Context: an optimization exercise on an open-source flow, tuned for small area and a short achievable clock period. The choices shown serve that exercise and are no tape-out recipe. Where RTL was checked, it was by simulation tests only, not by an equivalence proof against the original. Power is estimated from default activity; no workload was simulated.

Design ALU, start of the top module:
module ALU(
        input               clk,
        input  logic [7:0]  number1,number2,
        input  logic [0:3]  opcode,
        output logic [15:0] resultant
    );
clock: 38.0 ns
lec_check: 0
abc_area: 1
cap_margin: 20
core_margin: 2
core_utilization: 60
cts_buf_list: sky130_fd_sc_hd__clkbuf_8
slew_margin: 20
synth_hierarchical: 1
synth_minimum_keep_size: 0
standard.sh (not shown) runs the stock make flow with config.mk's settings and CLKGATE_MAP_FILE= SYNTH_SCRIPT=/design/flow/synth_recipe.tcl, a recipe that flattens the netlist after the stock synthesis.
==> flow/flow/run.sh <==
#!/bin/bash
# The standard layout, with plain buf_2 cells as the port buffers.
# The whole make output goes to standard.log in the work folder.
bash standard.sh BUFFER_PORTS_ARGS="-buffer_cell sky130_fd_sc_hd__buf_2" finish > standard.log 2>&1
Edit:
--- a/flow/design.v
+++ b/flow/design.v
@@ -104,22 +104,37 @@
 mul8 u_mul (.a(a), .b(b), .p(prod));
 wire [7:0] q;
 wire [7:0] rem;
 wire [9:0] b3 = {2'b00, b} + {1'b0, b, 1'b0};
 wire [3:0] x3 = {r_pre, a[4:4]};
 wire [3:0] r3;
 wire [9:0] m1_3 = {2'b00, b};
-wire [4:0] d1_3 = {1'b0, x3} - {1'b0, m1_3[3:0]};
+wire [4:0] c1_3;
+assign c1_3[0] = 1'b1;
+wire [3:0] y1_3 = ~m1_3[3:0];
+assign c1_3[1] = (x3[0] & y1_3[0]) | (x3[0] & c1_3[0]) | (y1_3[0] & c1_3[0]);
+assign c1_3[2] = (x3[1] & y1_3[1]) | (x3[1] & c1_3[1]) | (y1_3[1] & c1_3[1]);
+assign c1_3[3] = (x3[2] & y1_3[2]) | (x3[2] & c1_3[2]) | (y1_3[2] & c1_3[2]);
+assign c1_3[4] = (x3[3] & y1_3[3]) | (x3[3] & c1_3[3]) | (y1_3[3] & c1_3[3]);
+wire [4:0] d1_3 = {~c1_3[4], x3 ^ y1_3 ^ c1_3[3:0]};
 wire ge1_3 = ~d1_3[4] & (b < 9'd16);
 wire [0:0] qd3 = ge1_3;
 assign r3 = ge1_3 ? d1_3[3:0] : x3;
 wire [4:0] x4 = {r3, a[3:3]};
 wire [4:0] r4;
 wire [9:0] m1_4 = {2'b00, b};
-wire [5:0] d1_4 = {1'b0, x4} - {1'b0, m1_4[4:0]};
+wire [5:0] c1_4;
+assign c1_4[0] = 1'b1;
+wire [4:0] y1_4 = ~m1_4[4:0];
+assign c1_4[1] = (x4[0] & y1_4[0]) | (x4[0] & c1_4[0]) | (y1_4[0] & c1_4[0]);
+assign c1_4[2] = (x4[1] & y1_4[1]) | (x4[1] & c1_4[1]) | (y1_4[1] & c1_4[1]);
+assign c1_4[3] = (x4[2] & y1_4[2]) | (x4[2] & c1_4[2]) | (y1_4[2] & c1_4[2]);
+assign c1_4[4] = (x4[3] & y1_4[3]) | (x4[3] & c1_4[3]) | (y1_4[3] & c1_4[3]);
+assign c1_4[5] = (x4[4] & y1_4[4]) | (x4[4] & c1_4[4]) | (y1_4[4] & c1_4[4]);
+wire [5:0] d1_4 = {~c1_4[5], x4 ^ y1_4 ^ c1_4[4:0]};
 wire ge1_4 = ~d1_4[5] & (b < 9'd32);
 wire [0:0] qd4 = ge1_4;
 assign r4 = ge1_4 ? d1_4[4:0] : x4;
 wire [5:0] x5 = {r4, a[2:2]};
 wire [5:0] r5;
 wire [9:0] m1_5 = {2'b00, b};
 wire [6:0] d1_5 = {1'b0, x5} - {1'b0, m1_5[5:0]};
@@ -141,19 +156,19 @@
 wire [0:0] qd7 = ge1_7;
 assign r7 = ge1_7 ? d1_7[7:0] : x7;
 assign q = {q_pre, qd3, qd4, qd5, qd6, qd7};
 assign rem = r7;
 wire bz = (b == 8'd0);
 always @(posedge clk) begin
     case (op)
-        4'd0:    resultant <= {7'd0, addsub[8], addsub[7:0]};
-        4'd1:    resultant <= {{8{~addsub[8]}}, addsub[7:0]};
-        4'd2:    resultant <= prod;
-        4'd3:    resultant <= {{8{bz}}, q};
-        4'd4:    resultant <= {8'd0, rem};
+        0:       resultant <= {7'd0, addsub[8], addsub[7:0]};
+        1:       resultant <= {{8{~addsub[8]}}, addsub[7:0]};
+        2:       resultant <= prod;
+        3:       resultant <= {{8{bz}}, q};
+        4:       resultant <= {8'd0, rem};
         default: resultant <= resultant;
     endcase
 end
 endmodule
 module mul8(input [7:0] a, input [7:0] b, output [15:0] p);
 wire [63:0] pp;
 ppgen u_pp (.a(a), .b(b), .pp(pp));
After rerunning: Design area is lower by 0.61%. Global-route usage is higher by 0.52 points. Count of clock-buffer cells in the layout is unchanged. Via count is lower by 2.8%. Wire length is higher by 2.3%. Non-clock buffer count stays the same. Worst setup slack got worse by 0.27 ns. Die area is lower by 1.1%.

========
## trial 45
ALU, a different RTL version from the one above (not shown whole).
Size in the first run: about 610 cells after synthesis, ~42 flip-flops, about 0.0051 sq mm of cells after synthesis.
export LEC_CHECK = 0
export ABC_AREA = 1
export CAP_MARGIN = 20
export CORE_MARGIN = 2
export CORE_UTILIZATION = 60
export CTS_BUF_LIST = sky130_fd_sc_hd__clkbuf_8
export SLEW_MARGIN = 20
export SYNTH_HIERARCHICAL = 1
export SYNTH_MINIMUM_KEEP_SIZE = 0
create_clock -name core_clock -period 38.0 [get_ports {clk}]
Scripts as last shown in full above: flow/flow/run.sh
What build 41 does differently from trial 45 at the input level:
-- flow/design.v --
<<< trial 45, line 109
wire [3:0] r3;
wire [9:0] m1_3 = {2'b00, b};
wire [4:0] d1_3 = {1'b0, x3} - {1'b0, m1_3[3:0]};
wire ge1_3 = ~d1_3[4] & (b < 9'd16);
wire [0:0] qd3 = ge1_3;
>>> build 41, line 109
wire [3:0] r3;
wire [9:0] m1_3 = {2'b00, b};
wire [4:0] c1_3;
assign c1_3[0] = 1'b1;
wire [3:0] y1_3 = ~m1_3[3:0];
assign c1_3[1] = (x3[0] & y1_3[0]) | (x3[0] & c1_3[0]) | (y1_3[0] & c1_3[0]);
assign c1_3[2] = (x3[1] & y1_3[1]) | (x3[1] & c1_3[1]) | (y1_3[1] & c1_3[1]);
assign c1_3[3] = (x3[2] & y1_3[2]) | (x3[2] & c1_3[2]) | (y1_3[2] & c1_3[2]);
assign c1_3[4] = (x3[3] & y1_3[3]) | (x3[3] & c1_3[3]) | (y1_3[3] & c1_3[3]);
wire [4:0] d1_3 = {~c1_3[4], x3 ^ y1_3 ^ c1_3[3:0]};
wire ge1_3 = ~d1_3[4] & (b < 9'd16);
wire [0:0] qd3 = ge1_3;
<<< trial 45, line 137
wire [7:0] r7;
wire [9:0] m1_7 = {2'b00, b};
wire [7:0] y1_7 = ~m1_7[7:0];
wire [7:0] g1_7 = x7 & y1_7;
wire [7:0] p1_7 = x7 ^ y1_7;
wire G1_7_0_0 = g1_7[0] | p1_7[0];
wire G1_7_1_1 = g1_7[1];
wire P1_7_1_1 = p1_7[1];
wire G1_7_2_2 = g1_7[2];
wire P1_7_2_2 = p1_7[2];
wire G1_7_3_3 = g1_7[3];
wire P1_7_3_3 = p1_7[3];
wire G1_7_4_4 = g1_7[4];
wire P1_7_4_4 = p1_7[4];
wire G1_7_5_5 = g1_7[5];
wire P1_7_5_5 = p1_7[5];
wire G1_7_6_6 = g1_7[6];
wire P1_7_6_6 = p1_7[6];
wire G1_7_7_7 = g1_7[7];
wire P1_7_7_7 = p1_7[7];
wire G1_7_1_0 = G1_7_1_1 | (P1_7_1_1 & G1_7_0_0);
wire G1_7_3_2 = G1_7_3_3 | (P1_7_3_3 & G1_7_2_2);
wire P1_7_3_2 = P1_7_3_3 & P1_7_2_2;
wire G1_7_5_4 = G1_7_5_5 | (P1_7_5_5 & G1_7_4_4);
wire P1_7_5_4 = P1_7_5_5 & P1_7_4_4;
wire G1_7_7_6 = G1_7_7_7 | (P1_7_7_7 & G1_7_6_6);
wire P1_7_7_6 = P1_7_7_7 & P1_7_6_6;
wire G1_7_3_0 = G1_7_3_2 | (P1_7_3_2 & G1_7_1_0);
wire G1_7_7_4 = G1_7_7_6 | (P1_7_7_6 & G1_7_5_4);
wire P1_7_7_4 = P1_7_7_6 & P1_7_5_4;
wire G1_7_7_0 = G1_7_7_4 | (P1_7_7_4 & G1_7_3_0);
wire G1_7_2_0 = G1_7_2_2 | (P1_7_2_2 & G1_7_1_0);
wire G1_7_4_0 = G1_7_4_4 | (P1_7_4_4 & G1_7_3_0);
wire G1_7_5_0 = G1_7_5_4 | (P1_7_5_4 & G1_7_3_0);
wire G1_7_6_0 = G1_7_6_6 | (P1_7_6_6 & G1_7_5_0);
wire [7:0] ci1_7 = {G1_7_6_0, G1_7_5_0, G1_7_4_0, G1_7_3_0, G1_7_2_0, G1_7_1_0, G1_7_0_0, 1'b1};
wire [8:0] d1_7 = {~G1_7_7_0, p1_7 ^ ci1_7};
wire ge1_7 = G1_7_7_0;
wire [0:0] qd7 = ge1_7;
assign r7 = ge1_7 ? d1_7[7:0] : x7;
>>> build 41, line 144
wire [7:0] r7;
wire [9:0] m1_7 = {2'b00, b};
wire [8:0] d1_7 = {1'b0, x7} - {1'b0, m1_7[7:0]};
wire ge1_7 = ~d1_7[8];
wire [0:0] qd7 = ge1_7;
assign r7 = ge1_7 ? d1_7[7:0] : x7;
Worst clock skew (build 41 over trial 45): decrease, 0.0064 ns. Post-synthesis instance total delta for build 41 relative to trial 45: about 2.4% higher. Changes observed in build 41 relative to trial 45: final non-filler cell area shows an increase of about 1.9%, combinational power rose about 4%, relative area change from synthesis to final layout now sits lower, global-route usage fell 1.7 points, clock period minus worst slack fell 0.046 ns. Of build 41 and trial 45, the higher core box area belongs to build 41. Cmp build 41 and trial 45 / die area / higher: build 41. Status: final clock period utilization by the worst path parity (build 41, trial 45). In build 41, standby leakage power is higher than in trial 45.
Only the layout flow was run in build 41; the RTL was not checked for function there.

========
== tundra ==
ALU, a different RTL version from the one above (not shown whole).
For scale: ~42 flip-flops, roughly 4700 um^2 of cells after synthesis.
Settings: LEC_CHECK=0, ABC_AREA=1, CAP_MARGIN=20, CORE_MARGIN=2, CORE_UTILIZATION=60, CTS_BUF_LIST=sky130_fd_sc_hd__clkbuf_8, SLEW_MARGIN=20, SYNTH_HIERARCHICAL=1, SYNTH_MINIMUM_KEEP_SIZE=0; clock period 38.0 ns.
Scripts as last shown in full above: flow/flow/run.sh
Edits applied to the flow inputs when going from tundra to juniper:
diff --git a/flow/design.v b/flow/design.v
--- a/flow/design.v
+++ b/flow/design.v
@@ -94,16 +94,32 @@
 assign prod = ~nprod;
 wire [7:0] q;
 wire [7:0] rem;
 wire [9:0] b3 = {2'b00, b} + {1'b0, b, 1'b0};
 wire [3:0] x3 = {r_pre, a[4:4]};
 wire [3:0] r3;
 wire [9:0] m1_3 = {2'b00, b};
-wire [4:0] d1_3 = {1'b0, x3} - {1'b0, m1_3[3:0]};
-wire ge1_3 = ~d1_3[4] & (b < 9'd16);
+wire [3:0] y1_3 = ~m1_3[3:0];
+wire [3:0] g1_3 = x3 & y1_3;
+wire [3:0] p1_3 = x3 ^ y1_3;
+wire G1_3_0_0 = g1_3[0] | p1_3[0];
+wire G1_3_1_1 = g1_3[1];
+wire P1_3_1_1 = p1_3[1];
+wire G1_3_2_2 = g1_3[2];
+wire P1_3_2_2 = p1_3[2];
+wire G1_3_3_3 = g1_3[3];
+wire P1_3_3_3 = p1_3[3];
+wire G1_3_1_0 = G1_3_1_1 | (P1_3_1_1 & G1_3_0_0);
+wire G1_3_3_2 = G1_3_3_3 | (P1_3_3_3 & G1_3_2_2);
+wire P1_3_3_2 = P1_3_3_3 & P1_3_2_2;
+wire G1_3_3_0 = G1_3_3_2 | (P1_3_3_2 & G1_3_1_0);
+wire G1_3_2_0 = G1_3_2_2 | (P1_3_2_2 & G1_3_1_0);
+wire [3:0] ci1_3 = {G1_3_2_0, G1_3_1_0, G1_3_0_0, 1'b1};
+wire [4:0] d1_3 = {~G1_3_3_0, p1_3 ^ ci1_3};
+wire ge1_3 = G1_3_3_0 & (b < 9'd16);
 wire [0:0] qd3 = ge1_3;
 assign r3 = ge1_3 ? d1_3[3:0] : x3;
 wire [4:0] x4 = {r3, a[3:3]};
 wire [4:0] r4;
 wire [9:0] m1_4 = {2'b00, b};
 wire [4:0] y1_4 = ~m1_4[4:0];
 wire [4:0] g1_4 = x4 & y1_4;
==> comparison <==
Global-route wire length before repair went up by a few percent going from tundra to juniper.
A start point of the critical path of number2[4] is what juniper shows, while number1[6] belongs to tundra.
tundra -> juniper: post-route standard cell area excluding fillers increased slightly
When juniper is measured against tundra, its via count of the first global-routing pass turns out 121 higher.
Compared tundra against juniper; area added between synthesis and finish within noise.
Diff tundra -> juniper: share of the cycle needed by the critical path after routing has increased; proportion of synthesized chip area in sequential cells barely changed; synthesized cell count -about 0.36%; routed wire length +about 1.1%; non-clock buffer instance count of the final layout now sits lower.
Re share of the synthesized netlist area taken by xor and xnor gates: tundra was higher than juniper.
The estimated power of juniper ends up higher than the estimate for tundra.
On worst path setup slack after routing: between tundra and juniper, it ends up lower for juniper.
| via count | juniper vs tundra | worse |

what the ideal ports hide:
Ports are ideal in the flow. The routed layouts listed here were re-timed in OpenROAD.
Step 1: set_driving_cell puts a clkbuf_16 on clk and a buf_2 on each other input, an assumption about the parent block.
Step 2 also shifts input and output timing later by t, the mid clock arrival at the registers, as if the neighbouring blocks saw the same clock.
Three values: no drivers, after step 1, after step 2; two values: the first two.
| run | t (ns) | slack for setup (ns) | hold slack, ns | latest minus earliest clock arrival (ns) | worst slew at a driven data input, ns |
|---|---|---|---|---|---|
| the first run of note 1 | 0.328 | 29.560 / 29.528 / 29.277 | 0.700 / 0.700 / 0.700 | 0.013 / 0.013 | 0.03 |
| the second run of note 1 | 0.338 | 29.290 / 29.290 / 29.258 | 0.622 / 0.622 / 0.622 | 0.010 / 0.010 | 0.03 |
| trial 45 | 0.347 | 29.535 / 29.500 / 29.259 | 0.739 / 0.739 / 0.739 | 0.013 / 0.014 | 0.03 |
| build 41 | 0.328 | 29.581 / 29.550 / 29.336 | 0.658 / 0.658 / 0.658 | 0.007 / 0.007 | 0.03 |
| tundra | 0.327 | 29.526 / 29.536 / 29.209 | 0.640 / 0.640 / 0.640 | 0.012 / 0.012 | 0.03 |
| juniper | 0.336 | 29.433 / 29.448 / 29.112 | 0.621 / 0.621 / 0.621 | 0.008 / 0.008 | 0.03 |
After both steps every run listed still meets setup and hold. For juniper, which loses most, drivers alone change the setup slack by +0.015 ns; drivers and shift together by -0.321 ns.
